Context: an optimization exercise on an open-source flow, tuned for small area. The choices shown serve that exercise and are no tape-out recipe.
Only simulation tests tie the RTL to the original design; equivalence was not proved.
Power is estimated from default activity; no workload was simulated.

## flow/design.v

```verilog
module ALU(input [31:0] a, input [31:0] b,
	input sel_add, input sel_neg, input sel_and, input sel_xor, input sel_diff,
	input sel_shr, input sel_shl, input arith,
	input [31:0] mem, input sel_mem, input [31:0] nxt, input sel_nxt,
	output [31:0] sum, output carry, output [31:0] out);
	wire [31:0] neg, sh, sh_rev;
	wire [4:0] idx;
	wire none;
	alu_add add(.a(a), .b(b), .sum(sum), .carry(carry));
	alu_neg ng(.b(b), .neg(neg));
	wire [31:0] x = a ^ b;
	wire [31:0] y = a & b;
	alu_diff df(.x(x), .idx(idx), .none(none));
	wire dn = sel_diff & none;
	wire fill = arith & a[31];
	wire big = |b[31:5];
	alu_shift shf(.a(a), .amt(b[4:0]), .left(sel_shl), .fill(fill), .sh(sh), .sh_rev(sh_rev));
	wire shr_n = sel_shr & ~big;
	wire shl_n = sel_shl & ~big;
	wire sh_big = sel_shr & big & fill;
	wire hi_one = dn | sh_big;
	wire n_sh_big = ~sh_big;
	genvar i;
	generate
		for (i = 0; i < 32; i = i + 1) begin : o
			wire l0, l1, l2;
			alu_aoi222 u0(.a1(sum[i]), .a2(sel_add), .b1(neg[i]), .b2(sel_neg), .c1(y[i]), .c2(sel_and), .y(l0));
			alu_aoi222 u1(.a1(x[i]), .a2(sel_xor), .b1(sh[i]), .b2(shr_n), .c1(sh_rev[i]), .c2(shl_n), .y(l1));
			if (i < 5) begin : lo
				wire l3;
				alu_aoi222 u2(.a1(mem[i]), .a2(sel_mem), .b1(nxt[i]), .b2(sel_nxt), .c1(idx[i]), .c2(sel_diff), .y(l2));
				alu_nand4 n(.a(l0), .b(l1), .c(l2), .d(n_sh_big), .y(out[i]));
			end else begin : hi
				alu_aoi222 u2(.a1(mem[i]), .a2(sel_mem), .b1(nxt[i]), .b2(sel_nxt), .c1(hi_one), .c2(hi_one), .y(l2));
				alu_nand3 n(.a(l0), .b(l1), .c(l2), .y(out[i]));
			end
		end
	endgenerate
endmodule
module alu_add(input [31:0] a, input [31:0] b, output [31:0] sum, output carry);
	genvar i, k;
	wire [4:0] cb;
	generate
		for (k = 0; k < 4; k = k + 1) begin : blk
			wire [8:0] c;
			wire [7:0] h;
			wire [8:0] pre;
			assign pre[0] = 1'b1;
			alu_ha h0(.a(a[8*k]), .b(b[8*k]), .s(h[0]), .co(c[1]));
			for (i = 1; i < 8; i = i + 1) begin : fa
				alu_fa f(.a(a[8*k+i]), .b(b[8*k+i]), .ci(c[i]), .s(h[i]), .co(c[i+1]));
			end
			for (i = 0; i < 8; i = i + 1) begin : pr
				assign pre[i+1] = pre[i] & h[i];
			end
			if (k == 0) begin : b0
				assign sum[7:0] = h;
				assign cb[1] = c[8];
			end else begin : bk
				assign sum[8*k +: 8] = h ^ ({8{cb[k]}} & pre[7:0]);
				assign cb[k+1] = c[8] | (cb[k] & pre[8]);
			end
		end
	endgenerate
	assign carry = cb[4];
endmodule
module alu_fa(input a, input b, input ci, output s, output co);
	assign s = a ^ b ^ ci;
	assign co = (a & b) | (ci & (a ^ b));
endmodule
module alu_ha(input a, input b, output s, output co);
	assign s = a ^ b;
	assign co = a & b;
endmodule
module alu_neg(input [31:0] b, output [31:0] neg);
	wire [32:0] lo_or;
	assign lo_or[0] = 1'b0;
	genvar i;
	generate
		for (i = 0; i < 32; i = i + 1) begin : ng
			assign lo_or[i+1] = lo_or[i] | b[i];
		end
	endgenerate
	assign neg = b ^ lo_or[31:0];
endmodule
module alu_diff(input [31:0] x, output [4:0] idx, output none);
	wire [15:0] any0, i0;
	wire [7:0] any1;
	wire [1:0] i1 [0:7];
	wire [3:0] any2;
	wire [2:0] i2 [0:3];
	wire [1:0] any3;
	wire [3:0] i3 [0:1];
	genvar p;
	generate
		for (p = 0; p < 16; p = p + 1) begin : l0
			assign any0[p] = x[2*p] | x[2*p+1];
			assign i0[p] = ~x[2*p];
		end
		for (p = 0; p < 8; p = p + 1) begin : l1
			assign any1[p] = any0[2*p] | any0[2*p+1];
			assign i1[p] = {~any0[2*p], any0[2*p] ? i0[2*p] : i0[2*p+1]};
		end
		for (p = 0; p < 4; p = p + 1) begin : l2
			assign any2[p] = any1[2*p] | any1[2*p+1];
			assign i2[p] = {~any1[2*p], any1[2*p] ? i1[2*p] : i1[2*p+1]};
		end
		for (p = 0; p < 2; p = p + 1) begin : l3
			assign any3[p] = any2[2*p] | any2[2*p+1];
			assign i3[p] = {~any2[2*p], any2[2*p] ? i2[2*p] : i2[2*p+1]};
		end
	endgenerate
	assign idx = {~any3[0], any3[0] ? i3[0] : i3[1]};
	assign none = ~(any3[0] | any3[1]);
endmodule
module alu_shift(input [31:0] a, input [4:0] amt, input left, input fill,
	output [31:0] sh, output [31:0] sh_rev);
	genvar i, k;
	wire [31:0] lv [0:5];
	wire fp = fill;
	wire fn = ~fill;
	generate
		for (i = 0; i < 32; i = i + 1) begin : in
			alu_mx2i m(.d0(a[i]), .d1(a[31-i]), .s(left), .y(lv[0][i]));
			assign sh_rev[i] = sh[31-i];
		end
		for (k = 0; k < 5; k = k + 1) begin : lvl
			for (i = 0; i < 32; i = i + 1) begin : b
				if (i + (1 << k) < 32) begin : m
					alu_mx2i m(.d0(lv[k][i]), .d1(lv[k][i + (1 << k)]), .s(amt[k]), .y(lv[k+1][i]));
				end else begin : f
					alu_mx2i m(.d0(lv[k][i]), .d1((k % 2) ? fp : fn), .s(amt[k]), .y(lv[k+1][i]));
				end
			end
		end
	endgenerate
	assign sh = lv[5];
endmodule
module alu_mx2i(input d0, input d1, input s, output y);
	assign y = ~(s ? d1 : d0);
endmodule
module alu_aoi222(input a1, input a2, input b1, input b2, input c1, input c2, output y);
	assign y = ~((a1 & a2) | (b1 & b2) | (c1 & c2));
endmodule
module alu_nand3(input a, input b, input c, output y);
	assign y = ~(a & b & c);
endmodule
module alu_nand4(input a, input b, input c, input d, output y);
	assign y = ~(a & b & c & d);
endmodule
module PC_unit(input clk, input rst, input hold, input take_rs, input take_abs,
	input take_rel, input [31:0] rs, input [25:0] target,
	output reg [31:0] pc, output [31:0] next);
	genvar i;
	wire [32:0] ic;
	assign next[0] = ~pc[0];
	assign ic[1] = pc[0];
	generate
		for (i = 1; i < 32; i = i + 1) begin : inc
			alu_ha h(.a(pc[i]), .b(ic[i]), .s(next[i]), .co(ic[i+1]));
		end
	endgenerate
	wire [31:0] rel;
	wire [21:0] c;
	assign rel[0] = ~(pc[0] ^ target[0]);
	assign c[1] = pc[0] | target[0];
	generate
		for (i = 1; i < 21; i = i + 1) begin : ra
			alu_fa f(.a(pc[i]), .b(target[i]), .ci(c[i]), .s(rel[i]), .co(c[i+1]));
		end
	endgenerate
	wire [10:0] hi = pc[31:21];
	wire [11:0] up, dn;
	assign up[0] = 1'b1;
	assign dn[0] = 1'b1;
	generate
		for (i = 0; i < 11; i = i + 1) begin : ud
			assign up[i+1] = up[i] & hi[i];
			assign dn[i+1] = dn[i] & ~hi[i];
		end
	endgenerate
	wire s = target[20];
	wire do_up = ~s & c[21];
	wire do_dn = s & ~c[21];
	assign rel[31:21] = hi ^ ({11{do_up}} & up[10:0]) ^ ({11{do_dn}} & dn[10:0]);
	wire s_hold = ~rst & hold;
	wire s_rs   = ~rst & ~hold & take_rs;
	wire s_abs  = ~rst & ~hold & take_abs;
	wire s_rel  = ~rst & ~hold & take_rel;
	wire s_next = ~rst & ~hold & ~take_rs & ~take_abs & ~take_rel;
	wire s_nxab = s_next | s_abs;
	wire [31:0] pc_n;
	generate
		for (i = 0; i < 32; i = i + 1) begin : m
			wire l0, n3;
			alu_aoi222 a(.a1(pc[i]), .a2(s_hold), .b1(rs[i]), .b2(s_rs), .c1(rel[i]), .c2(s_rel), .y(l0));
			if (i < 26) begin : lo
				wire n4;
				alu_nand2 t(.a(target[i]), .b(s_abs), .y(n3));
				alu_nand2 n(.a(next[i]), .b(s_next), .y(n4));
				alu_nand3 o(.a(l0), .b(n3), .c(n4), .y(pc_n[i]));
			end else begin : hi
				alu_nand2 n(.a(next[i]), .b(s_nxab), .y(n3));
				alu_nand2 o(.a(l0), .b(n3), .y(pc_n[i]));
			end
		end
	endgenerate
	always @(posedge clk)
		pc <= pc_n;
endmodule
module alu_nand2(input a, input b, output y);
	assign y = ~(a & b);
endmodule
module reg_file(input clk, input rst, input [4:0] rs_add, input [4:0] rt_add,
	input we, input [4:0] w_add, input [31:0] wd,
	output [31:0] rs_data, output [31:0] rt_data);
	wire [1023:0] flat;
	wire [31:0] wsel = 32'd1 << w_add;
	genvar i, j;
	generate
		for (i = 0; i < 32; i = i + 1) begin : r
			reg [31:0] q;
			wire e = rst | (we & wsel[i]);
			wire ne = ~e;
			wire [31:0] d;
			for (j = 0; j < 32; j = j + 1) begin : h
				rf_hold u(.wd(wd[j]), .e(e), .q(q[j]), .ne(ne), .d(d[j]));
			end
			always @(posedge clk)
				q <= d;
			assign flat[i*32 +: 32] = q;
		end
	endgenerate
	wire [31:0] rs_sel = 32'd1 << rs_add;
	wire [31:0] rt_sel = 32'd1 << rt_add;
	generate
		for (j = 0; j < 32; j = j + 1) begin : b
			wire [31:0] col;
			for (i = 0; i < 32; i = i + 1) begin : c
				assign col[i] = flat[i*32 + j];
			end
			rf_rd rd_s(.d(col), .s(rs_sel), .y(rs_data[j]));
			rf_rd rd_t(.d(col), .s(rt_sel), .y(rt_data[j]));
		end
	endgenerate
endmodule
module rf_rd(input [31:0] d, input [31:0] s, output y);
	wire [11:0] t;
	genvar i;
	generate
		for (i = 0; i < 10; i = i + 1) begin : g
			rf_aoi222 u(.a1(d[3*i]), .a2(s[3*i]), .b1(d[3*i+1]), .b2(s[3*i+1]),
				.c1(d[3*i+2]), .c2(s[3*i+2]), .y(t[i]));
		end
	endgenerate
	rf_nand2 u10(.a(d[30]), .b(s[30]), .y(t[10]));
	rf_nand2 u11(.a(d[31]), .b(s[31]), .y(t[11]));
	assign y = ~&t;
endmodule
module rf_aoi222(input a1, input a2, input b1, input b2, input c1, input c2, output y);
	assign y = ~((a1 & a2) | (b1 & b2) | (c1 & c2));
endmodule
module rf_nand2(input a, input b, output y);
	assign y = ~(a & b);
endmodule
module rf_hold(input wd, input e, input q, input ne, output d);
	assign d = (wd & e) | (q & ne);
endmodule
module RISCy_CPU(input clk, input rst,
	output [11:0] imem_addr, input [31:0] imem_rdata,
	output [11:0] dmem_addr, output [31:0] dmem_wdata, output dmem_we, input [31:0] dmem_rdata);
	wire [31:0] ins = imem_rdata;
	wire [5:0] op = ins[31:26];
	wire [3:0] fn = ins[3:0];
	wire [4:0] rs_a = ins[25:21];
	wire [4:0] rt_a = ins[20:16];
	wire op_r    = ~op[4] & ~op[3];               
	wire op_imm  = op[5] & op[4];                 
	wire op_sw   = op_imm & ~op[1] & ~op[0];      
	wire op_lw   = op_imm & ~op[1] & op[0];       
	wire op_neg  = op_imm & op[1] & ~op[0];       
	wire op_addi = op_imm & op[1] & op[0];        
	wire op_halt = op[5] & ~op[4];                
	wire op_b    = ~op[5] & op[3];                
	wire op_grp  = ~op[5] & op[4];                
	wire op_br   = op_grp & (op[2:0] == 3'd0);    
	wire op_bltz = op_grp & (op[2:0] == 3'd1);    
	wire op_bz   = op_grp & (op[2:0] == 3'd2);    
	wire op_bnz  = op_grp & (op[2:0] == 3'd3);    
	wire op_call = op_grp & (op[2:0] == 3'd4);    
	wire op_bcy  = op_grp & (op[2:0] == 3'd5);    
	wire op_bncy = op_grp & (op[2:0] == 3'd6);    
	wire f_add  = (fn == 4'd1);
	wire f_neg  = (fn == 4'd2);
	wire f_and  = (fn == 4'd3);
	wire f_xor  = (fn == 4'd4);
	wire f_diff = (fn == 4'd5);
	wire f_sham = (fn == 4'd6) | (fn == 4'd7) | (fn == 4'd10);
	wire f_shl  = (fn == 4'd6) | (fn == 4'd8);
	wire f_shr  = (fn == 4'd7) | (fn == 4'd9) | (fn == 4'd10) | (fn == 4'd11);
	wire f_ari  = (fn == 4'd10) | (fn == 4'd11);
	wire [31:0] rs_d, rt_d;
	wire nr = ~rst;
	reg C;
	wire [31:0] b = op_imm ? {{16{ins[15]}}, ins[15:0]} :
	                (op_r & f_sham) ? {22'd0, ins[15:6]} : rt_d;
	wire [31:0] sum, alu_out;
	wire carry;
	ALU alu(.a(rs_d), .b(b),
		.sel_add(nr & (op_addi | (op_r & f_add))), .sel_neg(nr & (op_neg | (op_r & f_neg))),
		.sel_and(nr & op_r & f_and), .sel_xor(nr & op_r & f_xor), .sel_diff(nr & op_r & f_diff),
		.sel_shr(nr & op_r & f_shr), .sel_shl(nr & op_r & f_shl), .arith(f_ari),
		.mem(dmem_rdata), .sel_mem(nr & op_lw), .nxt(next), .sel_nxt(nr & op_call),
		.sum(sum), .carry(carry), .out(alu_out));
	always @(posedge clk)
		if (rst) C <= 1'b0;
		else C <= carry;
	wire [31:0] pc, next;
	wire rs_zero = ~|rs_d;
	wire take_abs = op_b | op_call | (op_bcy & C) | (op_bncy & ~C);
	wire take_rel = (op_bltz & rs_d[31]) | (op_bz & rs_zero) | (op_bnz & ~rs_zero);
	PC_unit pcu(.clk(clk), .rst(rst), .hold(op_halt), .take_rs(op_br),
		.take_abs(take_abs), .take_rel(take_rel), .rs(rs_d), .target(ins[25:0]),
		.pc(pc), .next(next));
	wire we = op_r | op_neg | op_addi | op_lw | op_call;
	wire [4:0] w_add = op_lw ? rt_a : op_call ? 5'd31 : rs_a;
	wire [31:0] wd = alu_out;
	reg_file rf(.clk(clk), .rst(rst), .rs_add(rs_a), .rt_add(rt_a),
		.we(we), .w_add(w_add), .wd(wd), .rs_data(rs_d), .rt_data(rt_d));
	assign imem_addr = pc[11:0];
	assign dmem_addr = sum[11:0];
	assign dmem_wdata = rt_d;
	assign dmem_we = op_sw & ~rst;
endmodule
```

## flow/flow/run.sh

```bash
#!/bin/bash
# The standard layout (the standard.sh: ORFS with the standard synthesis)
# with two changes, passed to ORFS through its environment variables:
#  - port buffers use the smallest buffer cell (buf_1) instead of ORFS's
#    default choice; every input and output port still gets its buffer;
#  - clock tree synthesis clusters sinks by size 28 / diameter 120 um and
#    inserts no dummy loads.
# make's full output goes to make.log in this folder; ORFS writes each
# tool's own log under orfs/logs/.
set -euo pipefail
export BUFFER_PORTS_ARGS="-buffer_cell sky130_fd_sc_hd__buf_1"
export CTS_ARGS="-sink_clustering_enable -repair_clock_nets -sink_clustering_size 28 -sink_clustering_max_diameter 120 -dont_use_dummy_load"
bash standard.sh > make.log 2>&1
```

## flow/standard.sh

```bash
#!/bin/bash
# synth_recipe.tcl (not shown) runs the flow's synth.tcl, then flattens the netlist and writes it again
# the make line also repeats each setting of config.mk as NAME=value (left out here)
make -C /OpenROAD-flow-scripts/flow DESIGN_CONFIG=/design/flow/config.mk WORK_HOME=/design/flow/orfs CLKGATE_MAP_FILE= SYNTH_SCRIPT=/design/flow/synth_recipe.tcl "${@:-finish}"
```

## flow/config.mk

```make
export PLATFORM = sky130hd
export DESIGN_NAME = RISCy_CPU
export DESIGN_NICKNAME = RISCy_CPU
export VERILOG_FILES = /design/flow/design.v
export SDC_FILE = /design/flow/constraint.sdc
export NUM_CORES = 4
export LEC_CHECK = 0
export CAP_MARGIN = 5
export CORE_MARGIN = 2
export CORE_UTILIZATION = 55
export PLACE_DENSITY = 0.65
export SLEW_MARGIN = 5
export SYNTH_HIERARCHICAL = 1
```

## flow/constraint.sdc

```tcl
create_clock -name core_clock -period 14.0 [get_ports {clk}]
set_input_delay 2.8000 -clock core_clock [delete_from_list [all_inputs] [get_ports {clk}]]
set_output_delay 2.8000 -clock core_clock [all_outputs]
set_load 0.01 [all_outputs]
```

==> run summary <==
* CP Launch Type: input pin
* Initial antenna violation count at 52
* Setup TNS at 0 ns
* Status: complete, no violations
* Mean Syn Cell Area at 11.3 sq um
* Maxcap violations at 0
* Routed WL at 245 mm
* Max-slew headroom at 0.0725
* Setup-failing EPs final at 0
* Vias in the first global route at 44500
* CP most frequent cell: ha_1
* CP Capture Type: flip-flop
* Worst setup margin at 1.28 ns
* Die ar. at ~90000 sq um
* First-pass GRT wire length at ~340 mm
* Post-Place Setup Slack at 0.957 ns
* Part of the power in combinational logic at 0.183
* CTS clk-pin slew, worst paths at 0.12 ns
* Postcts setup bufs at 0
* Main synth FF type: dfxtp_1
* P_leak at 19.8 nW
* Area growth, synth to finish at 10.5%
* Clk_skew at 0.140 ns
* Num CTS Buffers at 44
* Top Usage Layer GRT: met2
* Mapped Cells at 4278
* Switching Share at 0.316
* TritonCTS clock tree: built
* Max Slew Vio Count at 0
* Post-synth cell types at 81
* Tcrit/Tclk final at 0.908
* Crit-path slowest cell: nand3_2
* Worst skew pair latency at 0.72 ns
* Initial Util at 0.556
* Fill cells at 7218
* Crit path DAT at 13.29 ns
* Pre-antenna DRT Iters at 21
* Maximum vdd drop at 131 uV
* Met1 track demand over resource at 0.647
* Design Area, Final at 53300 sq um
* Int Pwr at 0.00410 W
* Post-Layout Cell Count at 5738
* Cell area after synthesis at 48200 sq um
* Clk network pwr share at 0.259
* Fmax at a little under 80 MHz
* Seq. cell area at 21200 sq um
* Die H at 300 microns
* Gpl congestion at 1.04
* Dpl cell area at between 50000 and 60000 sq um
* Mapped Nets at roughly 4500
* Largest stage delay, worst path at 0.82 ns
* Core Box Area at 86800 sq um
* Largest net degree at the start of global routing at 39
* GR met3 Demand/Resource at 0.257
* Switching power at 0.00190 W
* Starting DRC count in detailed routing at 14700
* Asr flop ratio synth at 0
* Wirelength per Cell at 42.7 microns
* Chip width at 300 microns
* Final ANT Viol Nets at 0
* Clk root buf: clkbuf_16
* Post-synth EDFFs at 0
* Met2 Usage GRT at 0.678
* Post-route DRC at 0
* Placed insts at 5665
* Worst slew pin tran at ~1.4 ns
* Post-layout util at 0.614
* # clock sinks at 1057
* CTS Buffer Depth at 3
* HP Class: reg2reg
* Hold-fix buffers, CTS at 0
* Area of the multi-input gates at ~27000 sq um
* Fraction of layout cells with a size suffix above 1 at 0.0887
* Post-DP HPWL at 153 mm
* Resize count post-CTS at 0
* RSZ-0062 raised after global routing: false
* Global route total overflow at 0
* Req. time, crit path at around 15 ns
* Layout Nets at 4772
* All-Layer GR Usage at 0.516
* H-tree Lvls at 2
* Worst Path Max Fanout at 32
* Post-synthesis sequential element count at 1057
* Seq/Total Area, Yosys at 0.439
* # IOs at 123
* Pwr/cell area at about 110 nW/um^2
* Vias at between 50000 and 60000
* Vias per std cell at a little under 9
* Min Tclk post-route at approximately 13 ns
* Num rows at 108
* Reg power frac at 0.558
* Port bufs at 122
* Final Hold Vio Count at 0
* Ys Warns at 11
* CP Class: in2reg
==> power by group through the flow <==
stage | clock network [W] | registers (W) | logic (W)
after floorplan | 0 | 0.00336 | 0.000605
after global placement | 0 | 0.00340 | 0.00101
after detailed placement | 0 | 0.00340 | 0.00102
after CTS | 0.00153 | 0.00333 | 0.00102
after global routing | 0.00163 | 0.00336 | 0.00111
final | 0.00155 | 0.00335 | 0.00110
==> per-module statistics from Yosys, one instance, submodules excluded, a selection <==
module | cells inside | area (sq um) | copies in the design
alu_fa | 1 | 20.0 | 48
alu_neg | 63 | 508 | 1
alu_mx2i | 1 | 10.0 | 192
rf_hold | 1 | 8.76 | 1024
alu_nand4 | 1 | 6.26 | 5
alu_add | 55 | 438 | 1
alu_nand2 | 1 | 3.75 | 64
==> cell type report <==
| type | count | area share |
|---|---|---|
| diodes | 29 | 0.00136 |
| inverters | 45 | 0.00317 |
| flip-flops and latches | 1057 | 0.397 |
| multi-input cells | 3100 | 0.516 |
| clock buffers | 44 | 0.0207 |
| well taps | 1155 | 0.0271 |
| repair buffers | 308 | 0.0349 |
==> through the flow <==
stage	total power [W]	hold WS (ns)
2_1_floorplan	0.00396	0.464
3_3_place_gp	0.00441	0.477
3_5_place_dp	0.00442	0.476
4_1_cts	0.00589	0.511
5_1_grt	0.00610	0.523
6_report	0.00599	0.514
==> logic make-up after synthesis <==
group / Yosys count / share of synthesized area
AOI/OAI and AO/OA: 1935 / 0.366
DFF: 1057 / 0.439
and+or+nand+nor: 774 / 0.0861
muxes: 207 / 0.0430
adders and majority gates: 150 / 0.0464
buffers and inverters: 121 / 0.0133
xor gates and xnor gates: 34 / 0.00618
==> routing by layer <==
| metal | vias to the layer above | wire length [microns] |
|---|---|---|
| met1 | 24000 | 85300 |
| met2 | 5202 | 94000 |
| li1 | 19700 | - |
| met4 | 64 | 21000 |
| met5 | - | 617 |
| met3 | 1120 | 43800 |
==> layout by cell type, fill, tap and decap left out, types with 7 or more instances in the layout <==
cell / instances
a21o_1: 45
a21oi_1: 10
a21oi_4: 32
a222oi_1: 768
a22o_1: 1024
and2_1: 7
buf_1: 121
buf_4: 186
clkbuf_16: 44
dfxtp_1: 1057
diode_2: 29
fa_1: 48
ha_1: 102
inv_1: 45
mux2i_1: 207
nand2_1: 234
nand2b_1: 9
nand3_1: 39
nand3_2: 23
nand3b_1: 7
nand4_1: 203
nor2_1: 27
nor2_2: 11
nor2_4: 59
nor3_1: 9
nor4_1: 14
o21ai_0: 12
or3_1: 67
xnor2_1: 21
xor2_1: 13
==> worst paths after layout <==
check | endpoint | slack, ns | cells after the start | from
setup / recovery | rf.r[28].q[31] | 1.28 | 43 | imem_rdata[20]
hold / removal | rf.r[15].q[9] | 0.51 | 1 | rf.r[15].q[9]
setup reg to reg | pcu.pc[30] | 3.55 | 29 | pcu.pc[0]
hold reg to reg | rf.r[15].q[9] | 0.51 | 1 | rf.r[15].q[9]
==> sequential cells by signal, indices dropped and copies added, names as in the netlist <==
signal / cells
rf.r.q: 1024
pcu.pc: 32
C: 1
==> synthesized netlist by cell type (9+ instances only) <==
cell type     n  share of area
fa_1         48          0.020
buf_2        13         0.0013
nor2_1       95         0.0074
a222oi_1    768           0.16
mux2i_1     207          0.043
a22o_1     1024           0.19
nor3_1       13         0.0013
inv_1        45         0.0035
dfxtp_1    1057           0.44
xor2_1       13         0.0024
ha_1        102          0.026
xnor2_1      21         0.0038
o21ai_0      17         0.0018
buf_4        37         0.0058
nor4_1       14         0.0018
nand2b_1      9         0.0012
nand2_1     234          0.018
clkbuf_1     21         0.0016
nand3_1      62         0.0064
a21oi_1      43         0.0045
a21o_1       45         0.0070
nor2b_1       9         0.0012
or3_1        67         0.0087
nand4_1     203          0.026
==> critical path: cells and delay by family <==
| kind | cells | cell delay, ns |
|---|---|---|
| AND/OR/NAND/NOR | 6 | 2.80 |
| multiplexers | 1 | 0.18 |
| XOR/XNOR | 1 | 0.12 |
| AO/OA/AOI/OAI | 3 | 1.08 |
| buffers and inverters | 3 | 0.96 |
| adder cells (fa/ha/maj) | 29 | 5.27 |

what the ideal ports hide:
The flow's constraints put no driver on any port. The routed layout listed below was extracted and timed again, unchanged, in two steps. Step 1 sets driving cells, clkbuf_16 on the clock port and buf_2 on the other inputs (assumed; they add their load-dependent delay and slew). Step 2, shift: input delay + t, output delay - t, t = (earliest + latest rising clock arrival at the registers) / 2. This alone moves slack from input paths to output paths. a / b / c = no drivers / after step 1 / after step 2; a / b = the first two.
shift t [ns]: 0.720
setup WS [ns]: 1.284 / 1.333 / 0.613
worst hold slack (ns): 0.514 / 0.514 / 0.514
worst setup path at the end: input to register
cell pins on the clock port's net: 1
After both steps this run still meets setup and hold. For this run, drivers alone change the setup slack by +0.049 ns; drivers and shift together by -0.671 ns.
